This design comes from an exercise in tuning for small area and a short achievable clock period on the open sky130 flow, not from production work.
Function was checked by simulation only, so behaviour that the tests miss may differ from the original.

## design/flow/design.v

```verilog
module top_fft(
    input clk,
    input reset_p,
    input [23:0] fft_input,
    output reg [23:0] fft_output
);
    reg [3:0] cnt;
    reg       f1, f2;    
    wire [3:0] nc = reset_p ? 4'b1111 : cnt + 4'd1;    
    always @(posedge clk) begin
        cnt <= nc;
        if (reset_p) begin
            f1  <= 1'b1;
            f2  <= 1'b1;
        end else begin
            if (cnt == 4'd14) f1 <= 1'b0;
            if (cnt == 4'd1 && !f1) f2 <= 1'b0;
        end
    end
    wire [3:0] nc1 = nc + 4'd1;
    wire [3:0] nc2 = nc + 4'd2;
    wire [3:0] ncm1 = nc - 4'd1;
    reg sel1, sel2, sel3, sel4, rot3;
    reg [2:0] k1p, k1m, k2p, k2m;
    always @(posedge clk) begin
        sel1 <= nc[3];
        sel2 <= ~ncm1[2];
        sel3 <= nc[1];
        sel4 <= nc[0];
        rot3 <= nc1[1] & nc1[0];
        k1p  <= nc2[3] ? 3'd0 : nc2[2:0];
        k1m  <= nc1[3] ? 3'd0 : nc1[2:0];
        k2p  <= nc1[2] ? 3'd0 : {nc1[1:0], 1'b0};
        k2m  <= nc[2]  ? 3'd0 : {nc[1:0], 1'b0};
    end
    reg  [23:0] s1_in;
    reg  [23:0] s1_dl [0:5];
    reg  [27:0] s1_d6;
    reg  [23:0] s1_d7;
    wire [23:0] s1_b0, s1_b1;
    wire [27:0] s1_p;
    wire [23:0] s1_m;
    Butterfly bf1(.fft_input_A(s1_d7), .fft_input_B(s1_in), .fft_output_0(s1_b0), .fft_output_1(s1_b1));
    twiddle_prep #(.FULL(1)) tp1(.x(s1_dl[5]), .k(k1p), .t(s1_p));
    twiddle_factor #(.FULL(1)) tw1(.t(s1_d6), .k(k1m), .y(s1_m));
    integer i;
    always @(posedge clk) begin
        s1_in <= fft_input;
        s1_dl[0] <= sel1 ? s1_b1 : s1_in;
        for (i = 1; i < 6; i = i + 1) s1_dl[i] <= s1_dl[i-1];
        s1_d6 <= s1_p;
        s1_d7 <= s1_m;
    end
    reg  [23:0] s2_in;
    reg  [23:0] s2_d0, s2_d1;
    reg  [27:0] s2_d2;
    reg  [23:0] s2_d3;
    wire [23:0] s2_b0, s2_b1;
    wire [27:0] s2_p;
    wire [23:0] s2_m;
    Butterfly bf2(.fft_input_A(s2_d3), .fft_input_B(s2_in), .fft_output_0(s2_b0), .fft_output_1(s2_b1));
    twiddle_prep #(.FULL(0)) tp2(.x(s2_d1), .k(k2p), .t(s2_p));
    twiddle_factor #(.FULL(0)) tw2(.t(s2_d2), .k(k2m), .y(s2_m));
    always @(posedge clk) begin
        s2_in <= sel1 ? s1_b0 : s1_d7;
        s2_d0 <= sel2 ? s2_in : s2_b1;
        s2_d1 <= s2_d0;
        s2_d2 <= s2_p;
        s2_d3 <= s2_m;
    end
    reg  [23:0] s3_in;
    reg  [23:0] s3_d0, s3_d1;
    wire [23:0] s3_b0, s3_b1;
    Butterfly bf3(.fft_input_A(s3_d1), .fft_input_B(s3_in), .fft_output_0(s3_b0), .fft_output_1(s3_b1));
    wire [11:0] s3_neg_r = -s3_d0[23:12];
    always @(posedge clk) begin
        s3_in <= sel2 ? s2_d3 : s2_b0;
        s3_d0 <= sel3 ? s3_in : s3_b1;
        s3_d1 <= rot3 ? {s3_d0[11:0], s3_neg_r} : s3_d0;
    end
    reg  [23:0] s4_in;
    reg  [23:0] s4_dl;
    wire [23:0] s4_b0, s4_b1;
    Butterfly bf4(.fft_input_A(s4_dl), .fft_input_B(s4_in), .fft_output_0(s4_b0), .fft_output_1(s4_b1));
    always @(posedge clk) begin
        s4_in <= sel3 ? s3_d1 : s3_b0;
        s4_dl <= sel4 ? s4_in : s4_b1;
        fft_output <= (reset_p | f2) ? 24'd0 : (sel4 ? s4_dl : s4_b0);
    end
endmodule
module Butterfly(
    input [23:0] fft_input_A,
    input [23:0] fft_input_B,
    output [23:0] fft_output_0,
    output [23:0] fft_output_1
);
    wire signed [11:0] ar = fft_input_A[23:12], ai = fft_input_A[11:0];
    wire signed [11:0] br = fft_input_B[23:12], bi = fft_input_B[11:0];
    wire signed [12:0] x0r = ar + br, x0i = ai + bi, x1r = ar - br, x1i = ai - bi;
    assign fft_output_0 = {x0r[12:1], x0i[12:1]};
    assign fft_output_1 = {x1r[12:1], x1i[12:1]};
endmodule
module twiddle_factor #(parameter FULL = 1) (
    input  [27:0] t,
    input  [2:0]  k,
    output [23:0] y
);
    wire signed [13:0] tr = {t[27:26], t[23:12]};
    wire signed [13:0] ti = {t[25:24], t[11:0]};
    wire [1:0] m = FULL ? k[1:0] : {k[1], 1'b0};
    twiddle_cmul re(.t(tr), .q(ti), .neg(m == 2'd3), .m(m), .y(y[23:12]));
    twiddle_cmul im(.t(ti), .q(tr), .neg(m == 2'd1), .m(m), .y(y[11:0]));
endmodule
module twiddle_cmul(
    input  signed [13:0] t,
    input  signed [13:0] q,
    input  neg,
    input  [1:0] m,
    output [11:0] y
);
    wire m0  = (m == 2'd0);
    wire m2  = (m == 2'd2);
    wire m13 = m[0];
    wire signed [21:0] tt = t;
    wire signed [13:0] qn = q ^ {14{neg}};
    wire signed [21:0] qx = qn;
    wire signed [21:0] z  = 22'sd0;
    wire signed [21:0] rA = {tt[11:0], 10'd0} | (neg ? 22'sd392 : z);
    wire signed [21:0] rB = m0 ? z : (tt <<< 6);
    wire signed [21:0] rC = m0 ? z : (m2 ? (tt <<< 8) : (tt <<< 4));
    wire signed [21:0] rD = m0 ? z : (m2 ? (tt <<< 4) : (tt <<< 1));
    wire signed [21:0] rE = m0 ? z : (m2 ? (tt <<< 2) : (qx <<< 9));
    wire signed [21:0] rF = m13 ? (qx <<< 7) : z;
    wire signed [21:0] rG = m13 ? (qx <<< 3) : z;
    wire signed [21:0] sum = rA - rB - rC + rD + rE - rF + rG;
    assign y = sum[21:10];
endmodule
module twiddle_prep #(parameter FULL = 1) (
    input  [23:0] x,
    input  [2:0]  k,
    output [27:0] t
);
    wire signed [11:0] xr12 = x[23:12];
    wire signed [11:0] xi12 = x[11:0];
    wire signed [13:0] xr = xr12;
    wire signed [13:0] xi = xi12;
    reg  signed [13:0] tr, ti;
    always @(*) begin
        case (k)
            3'd0: begin tr = xr;      ti = xi;       end
            3'd1: begin tr = xr;      ti = xi;       end
            3'd2: begin tr = xr + xi; ti = xi - xr;  end
            3'd3: begin tr = xi;      ti = -xr;      end
            3'd4: begin tr = xi;      ti = -xr;      end
            3'd5: begin tr = xi;      ti = -xr;      end
            3'd6: begin tr = xi - xr; ti = -xr - xi; end
            default: begin tr = -xr;  ti = -xi;      end
        endcase
        if (!FULL && k[0]) begin tr = xr; ti = xi; end
    end
    assign t = {tr[13:12], ti[13:12], tr[11:0], ti[11:0]};
endmodule
```

## design/flow/run.sh

```bash
#!/bin/bash
# synth_recipe.tcl (not shown) runs the flow's synth.tcl, then flattens the netlist and writes it again
# the make line also repeats each setting of config.mk as NAME=value (left out here)
make -C /OpenROAD-flow-scripts/flow DESIGN_CONFIG=/design/flow/config.mk WORK_HOME=/design/flow/orfs CLKGATE_MAP_FILE= SYNTH_SCRIPT=/design/flow/synth_recipe.tcl finish
```

## design/flow/config.mk

```make
export PLATFORM = sky130hd
export DESIGN_NAME = top_fft
export DESIGN_NICKNAME = top_fft
export VERILOG_FILES = /design/flow/design.v
export SDC_FILE = /design/flow/constraint.sdc
export NUM_CORES = 4
export LEC_CHECK = 0
export CAP_MARGIN = 20
export CORE_MARGIN = 2
export CORE_UTILIZATION = 40
export SLEW_MARGIN = 20
```

## design/flow/constraint.sdc

```tcl
create_clock -name core_clock -period 7.0 [get_ports {clk}]
set_input_delay 1.4000 -clock core_clock [delete_from_list [all_inputs] [get_ports {clk}]]
set_output_delay 1.4000 -clock core_clock [all_outputs]
set_load 0.01 [all_outputs]
```

==> results of run 1 <==
[final timing paths]
| path | to | slack (ns) |
|---|---|---|
| worst max-delay path | s1_d7[23] | 1.38 |
| worst min-delay path | s1_dl[2][0] | 0.31 |
| worst max register to register | s1_d7[23] | 1.38 |
| worst min register to register | s1_dl[2][0] | 0.31 |
[cell usage after synthesis (7+ instances only)]
cell | instances | area [µm²]
dfxtp_1 | 504 | 10100
nor3b_1 | 8 | 60.1
a211oi_1 | 43 | 323
a221oi_1 | 13 | 114
o31ai_1 | 38 | 285
o21ai_1 | 35 | 175
mux2i_1 | 14 | 140
o21ai_0 | 186 | 931
ha_1 | 387 | 4840
xnor2_1 | 196 | 1720
nor3_1 | 99 | 495
nand3_1 | 40 | 200
and2_1 | 48 | 300
o311ai_1 | 8 | 70.1
fa_1 | 240 | 4800
a22oi_1 | 27 | 203
nor2b_1 | 41 | 257
a21boi_1 | 7 | 52.6
a21o_1 | 29 | 218
or4_1 | 7 | 52.6
o211ai_1 | 18 | 135
nand3b_1 | 18 | 135
inv_1 | 514 | 1930
a31oi_1 | 38 | 238
a2111oi_0 | 9 | 78.8
a21oi_1 | 239 | 1200
nand2_1 | 358 | 1340
mux4_2 | 16 | 360
clkbuf_1 | 101 | 379
mux2_2 | 30 | 338
or2_2 | 8 | 50.1
buf_1 | 21 | 78.8
o41ai_1 | 13 | 114
o21bai_1 | 42 | 315
nor4_1 | 10 | 62.6
o22ai_1 | 25 | 156
xor2_1 | 69 | 604
o21a_1 | 48 | 360
and3_1 | 23 | 144
nand2b_1 | 31 | 194
nor2_1 | 288 | 1080
o21ba_2 | 7 | 70.1
or3_1 | 42 | 263
[through the flow]
step | hold slack, ns | instances
floorplan | 0.310 | 4047
detailed placement | 0.312 | 5159
finish | 0.308 | 5267
CTS | 0.305 | 5266
global route | 0.322 | 5266
global placement | 0.310 | 5159
[layer usage]
layer  track usage, %  up-vias  wire, µm
met5                0        -         0
met4             4.01        0      1630
met3             2.58       98      3920
met2             29.3      591     37300
met1             27.2    12736     43000
li1                 -    13640         -
[worst register-to-register path, delay by kind of cell, from the launching register on]
family,cells,cell delay [ns]
XOR/XNOR,1,0.13
adder cells (fa/ha/maj),5,2.13
AND/OR/NAND/NOR,4,1.21
buffers and inverters,4,0.57
AO/OA/AOI/OAI,5,1.17
flip-flops,1,0.32
[cell type report]
cell class	instances	area [µm²]
Antenna cell	1	2.50
Multi-Input combinational cell	2898	23400
Inverter	516	1940
Clock inverter	35	410
Clock buffer	72	1560
Tap cell	1176	1470
Sequential cell	504	10100
Fill cell	8676	50100
Timing Repair Buffer	65	611
[cells in the final DEF, fill, tap and decap left out, drive strengths merged, types with 12 or more instances in the layout]
master,netlist,layout
inv,514,521
dfxtp,504,504
ha,387,387
nand2,358,358
nor2,289,289
fa,240,240
a21oi,239,239
o21ai,221,221
xnor2,196,196
nor3,100,100
clkbuf,103,72
xor2,69,69
o21a,50,50
clkdlybuf4s50,1,49
and2,49,49
a211oi,44,44
o21bai,43,43
or3,43,43
nor2b,41,41
nand3,40,40
a31oi,38,38
o31ai,38,38
nand2b,31,31
mux2,30,30
a21o,29,29
a22oi,27,27
o22ai,25,25
and3,23,23
clkinv,2,22
nand3b,18,18
o211ai,18,18
mux4,16,16
buf,25,16
mux2i,14,14
a2111oi,14,14
o41ai,13,13
a221oi,13,13
nor4,12,12
[logic make-up after synthesis]
group | synth area share [%]
muxes | 2.33
and+or+nand+nor | 13.4
adders and majority gates | 26.8
buffers and inverters | 6.83
DFF | 28.0
xor gates and xnor gates | 6.45
AOI/OAI and AO/OA | 16.2
==> run summary, run 1 <==
Syn Nets about 4.7k; synthesized cell area 36000 µm²; worst hold start s1_dl[1][0]; top cell family by delay on the critical path adder cells; Fmax 178 MHz; Die Wd ~300 µm; clk slew on worst S/H paths about 0.070 ns; worst slew pin tran ~1.1 ns; CP max stage cell or2_1; Die Ht approximately 300 µm; post-CTS setup buffer count 0; H-tree levels 2; Final Hold Fails 0; vias per cell a little over 5; first-pass GRT wire length 141000 µm; WS Path Type flip-flop to flip-flop; Cell variety after synth ~90; Routed Antenna Nets 0; final WL between 80000 and 90000 µm; layout cells sized above 1 ~5%; Max-Slew Margin vs Limit between 20 and 30%; CP cell instances buf_4, or2_1, and2_1, fa_1, inv_1, fa_1, fa_1, inv_1, fa_1, inv_1, ha_1, a21o_1, a21oi_1, nand2_1, a21oi_1, nor3_1, o32a_1, a21oi_1, xnor2_1; GP Congestion 0.885; post-cts hold buffer count 0; Final setup viols 0; fin nets 4695; per-instance average area after synthesis just under 9 µm²; crit start category flip-flop; RSZ-0062 raised after global routing no; fin crit period 5.62 ns; setup TNS 0 ns; CP arrival about 6.2 ns; First-pass DRT Iterations 5; fin util 44.1%; Reg2Reg Depth 19; cts repair resizes 0; IO Count 50; skew final ~0.041 ns; max reg flops 144; Finished Cell Area a little under 40000 µm²; max incr delay on CP 0.75 ns; CP Capture Type flip-flop; # rows 110; Place WS approximately 1.4 ns; GRT Resource Usage Total 18.6%; Final WS setup 1.38 ns; type of the most critical hold path flip-flop to flip-flop; starting density of the core between 40% and 50%; CTS tree done; Residual DRC 0; Final HPWL DP slightly below 70000 µm; Largest regs s1_dl x144, s1_d6 x28, s2_d2 x28; Required @ worst endpoint ~7.5 ns; crit-path max FO 32; WP depth 19; Bufs and invs on worst path 4; crit-path most repeated cell fa_1; Yosys reg bits 504; post-synthesis sequential area ratio roughly 28%; status no timing/DRC/antenna violations; initial antenna violation count 0; Cells after Synth ~4.0k; Hold Crit Depth 0; largest register by flop count s1_dl; clock buffer depth 3; Setup crit start k1m[1]; Max-cap violations 0; async set-or-reset flop fraction in the synthesized netlist 0%; total number of vias 27.1k; total grt overflow 0; Area Overhead vs Synth 9.87%; Max Slew Vio Count 0; detailed router's first-iteration violation count around 1.9k; placed cell areas ~38000 µm²; core footprint approximately 90000 µm²; final worst-path cycle share 80.3%; clk root buf clkbuf_16; EDFF count, synth 0; r2r startpoint k1m[1]; commonest register cell after synthesis dfxtp_1; detail-routed net length per standard cell between 15 and 20 µm; vias in the first global route roughly 26k; TritonCTS Sinks about 500; largest net degree at the start of global routing 83; CTS buffer count 57; IO buf count slightly below 50; synth warn 5; worst-skew pair later-pin latency between 0.6 and 0.7 ns; Die ar. 92400 µm²
==> inputs of run 2 (changes only) <==
--- a/design/flow/config.mk
+++ b/design/flow/config.mk
@@ -8,4 +8,5 @@
 export CAP_MARGIN = 20
 export CORE_MARGIN = 2
 export CORE_UTILIZATION = 40
+export SETUP_SLACK_MARGIN = 3.5
 export SLEW_MARGIN = 20
==> run summary, run 2 <==
status no timing/DRC/antenna violations; # rows 110 (unchanged); largest register by flop count s1_dl; Routed Antenna Nets 0 (unchanged); Bufs and invs on worst path 5 (+1); TritonCTS Sinks 504 (unchanged); Final setup viols 0 (unchanged); synthesized cell area 36000 µm² (unchanged); Die Wd 304 µm (unchanged); core footprint 89600 µm² (unchanged); crit-path max FO 7 (-78%); max incr delay on CP 0.49 ns (-0.26 ns); Final WS setup 2.18 ns (+0.801 ns); Final HPWL DP 69000 µm (+2.2%); largest cells by area after synthesis dfxtp_1 28%, ha_1 13%, fa_1 13%; Required @ worst endpoint 7.54 ns (about the same); max reg flops 144 (unchanged); IO buf count 49 (unchanged); most numerous cell in the Yosys netlist inv_1; crit start category flip-flop; crit-path most repeated cell fa_1; fin crit period 4.82 ns (-0.801 ns); Cell variety after synth 89 (unchanged); CP Capture Type flip-flop; largest net degree at the start of global routing 83 (unchanged); detailed router's first-iteration violation count 1758 (-8.6%); final WL 90400 µm (+5.3%); Die Ht 304 µm (unchanged); fin nets 4783 (+1.9%); CTS tree done; WS Path Type flip-flop to flip-flop; async set-or-reset flop fraction in the synthesized netlist 0% (unchanged); initial antenna violation count 5 (+5); GRT Resource Usage Total 19.4% (+0.71 points); Residual DRC 0 (unchanged); First-pass DRT Iterations 5 (unchanged); top cell family by delay on the critical path adder cells; Area Overhead vs Synth 16.3%; Final Hold Fails 0 (unchanged); Yosys reg bits 504 (unchanged); starting density of the core 40.2% (unchanged); Yosys top cell area share 28.0% (unchanged); Max-cap violations 0 (unchanged); clk slew on worst S/H paths 0.07 ns (about the same); IO Count 50 (unchanged); vias per cell 5.16 (+0.50%); Place WS 1.53 ns (+0.131 ns); Max-Slew Margin vs Limit 35.2% (+6.1 points); RSZ-0062 raised after global routing yes; EDFF count, synth 0 (unchanged); type of the most critical hold path flip-flop to flip-flop; H-tree levels 2 (unchanged); post-synthesis sequential area ratio 28.0% (unchanged); Synth area leader dfxtp_1; layout cells sized above 1 12.6% (+7.5 points); commonest cells in the netlist 514 x inv_1, 504 x dfxtp_1, 387 x ha_1; clk root buf clkbuf_16; total number of vias 27.7k (+2.2%); CP cell instances buf_12, or2_4, buf_6, and2_1, fa_1, inv_1, fa_1, fa_1, inv_1, fa_1, inv_2, ha_4, a21o_1, a21oi_2, nand2_2, a21oi_4, nor3_4, o32a_1, a21oi_2, xnor2_1; setup TNS 0 ns (unchanged); Max Slew Vio Count 0 (unchanged); commonest non-fill, non-tap cell in the layout inv_1; Cells after Synth 4047 (unchanged); final worst-path cycle share 68.9% (-11 points); CP arrival 5.36 ns (-0.80 ns); worst slew pin tran 0.965 ns (-0.0959 ns); Syn Nets 4700 (unchanged); Fmax 207 MHz (+17%); clock buffer depth 3 (unchanged); skew final 0.0328 ns (-0.00813 ns); per-instance average area after synthesis 8.89 µm² (unchanged); detail-routed net length per standard cell 16.9 µm (+3.6%); total grt overflow 0 (unchanged); vias in the first global route 27.3k (+4.1%); CTS buffer count 57 (unchanged); commonest register cell after synthesis dfxtp_1; worst-skew pair later-pin latency 0.63 ns (about the same); first-pass GRT wire length 146000 µm (+3.6%); CP max stage cell fa_1; Die ar. 92400 µm² (unchanged); post-cts hold buffer count 0 (unchanged); Largest regs s1_dl x144, s1_d6 x28, s2_d2 x28; synth warn 5 (unchanged); most frequent cells in the layout 499 x inv_1, 484 x dfxtp_1, 360 x ha_1; GP Congestion 0.885 (unchanged)
==> run 2: path summary, 6_finish.rpt <==
path,startpoint,endpoint,slack [ns],depth (start not counted)
setup reg to reg,k1m[0],s1_d7[23],2.18,20
setup / recovery,k1m[0],s1_d7[23],2.18,20
hold / removal,s1_dl[2][19],s1_dl[3][19],0.32,0
hold reg to reg,s1_dl[2][19],s1_dl[3][19],0.32,0
==> run 2: logic make-up (layout without fill, tap and decap cells) <==
| group | Yosys count | after routing | share of synthesized area [%] |
|---|---|---|---|
| compound gates | 904 | 904 | 16.2 |
| xor+xnor | 265 | 265 | 6.45 |
| fa+ha+maj | 627 | 627 | 26.8 |
| buf+inv | 645 | 775 | 6.83 |
| flops | 504 | 504 | 28.0 |
| mux | 60 | 60 | 2.33 |
| other cells | 0 | 1 | 0 |
| simple gates | 1042 | 1043 | 13.4 |
==> run 2: per-layer routing <==
layer / vias up / global-route usage, % / part of all wire (%)
met1: 13058 / 27.7 / 48
met2: 641 / 30.4 / 44
met4: 4 / 4.92 / 2.3
li1: 13800 / - / -
met3: 151 / 3.02 / 5.5
met5: - / 0 / 0.030
==> run 2: layout make-up <==
class                      count  area [µm²]
fill                        8496       47700
multi-input combinational   2899       24700
sequential                   504       10100
inverter                     516        1940
timing repair buffer         152        1540
clock buffer                  64        1490
tap                         1176        1470
clock inverter                43         553
antenna                        1        2.50
==> run 2: per-stage QoR <==
step,util (%),instances,area (µm²),hold WS (ns)
floorplan,-,4047,36500,0.310
global placement,42.3,5158,37900,0.310
detailed placement,42.3,5158,37900,0.312
CTS,45.8,5321,41000,0.314
global route,46.7,5354,41900,0.322
finish,46.7,5355,41900,0.320
==> run 2: repair_timing <==
action / CTS / global route
buffers inserted: 52 / 32
gates resized for setup: 110 / 121
gates cloned: 4 / 1
pin swaps: 78 / 80
setup endpoints to repair: 55 / 53

[afterwards: timing with drivers on the ports]
Ports are ideal in the flow. The routed layouts listed here were re-timed in OpenROAD.
Step 1 sets driving cells, clkbuf_16 on the clock port and buf_2 on the other inputs (assumed; they add their load-dependent delay and slew).
Step 2 times the ports against the registers' clock, not the clock port: input delays grow and output delays shrink by t, the midpoint of the rising clock arrivals with the driver on.
Three values: ideal ports, drivers, drivers and shift; two values: the first two.
| run | t (ns) | setup WS [ns] | worst setup path at the end | worst register clock-pin slew, ns |
|---|---|---|---|---|
| run 1 | 0.689 | 1.379 / 1.379 / 1.379 | register to register | 0.07 / 0.07 |
| run 2 | 0.674 | 2.180 / 2.180 / 2.180 | register to register | 0.07 / 0.07 |
After both steps setup and hold are still met in every run listed.
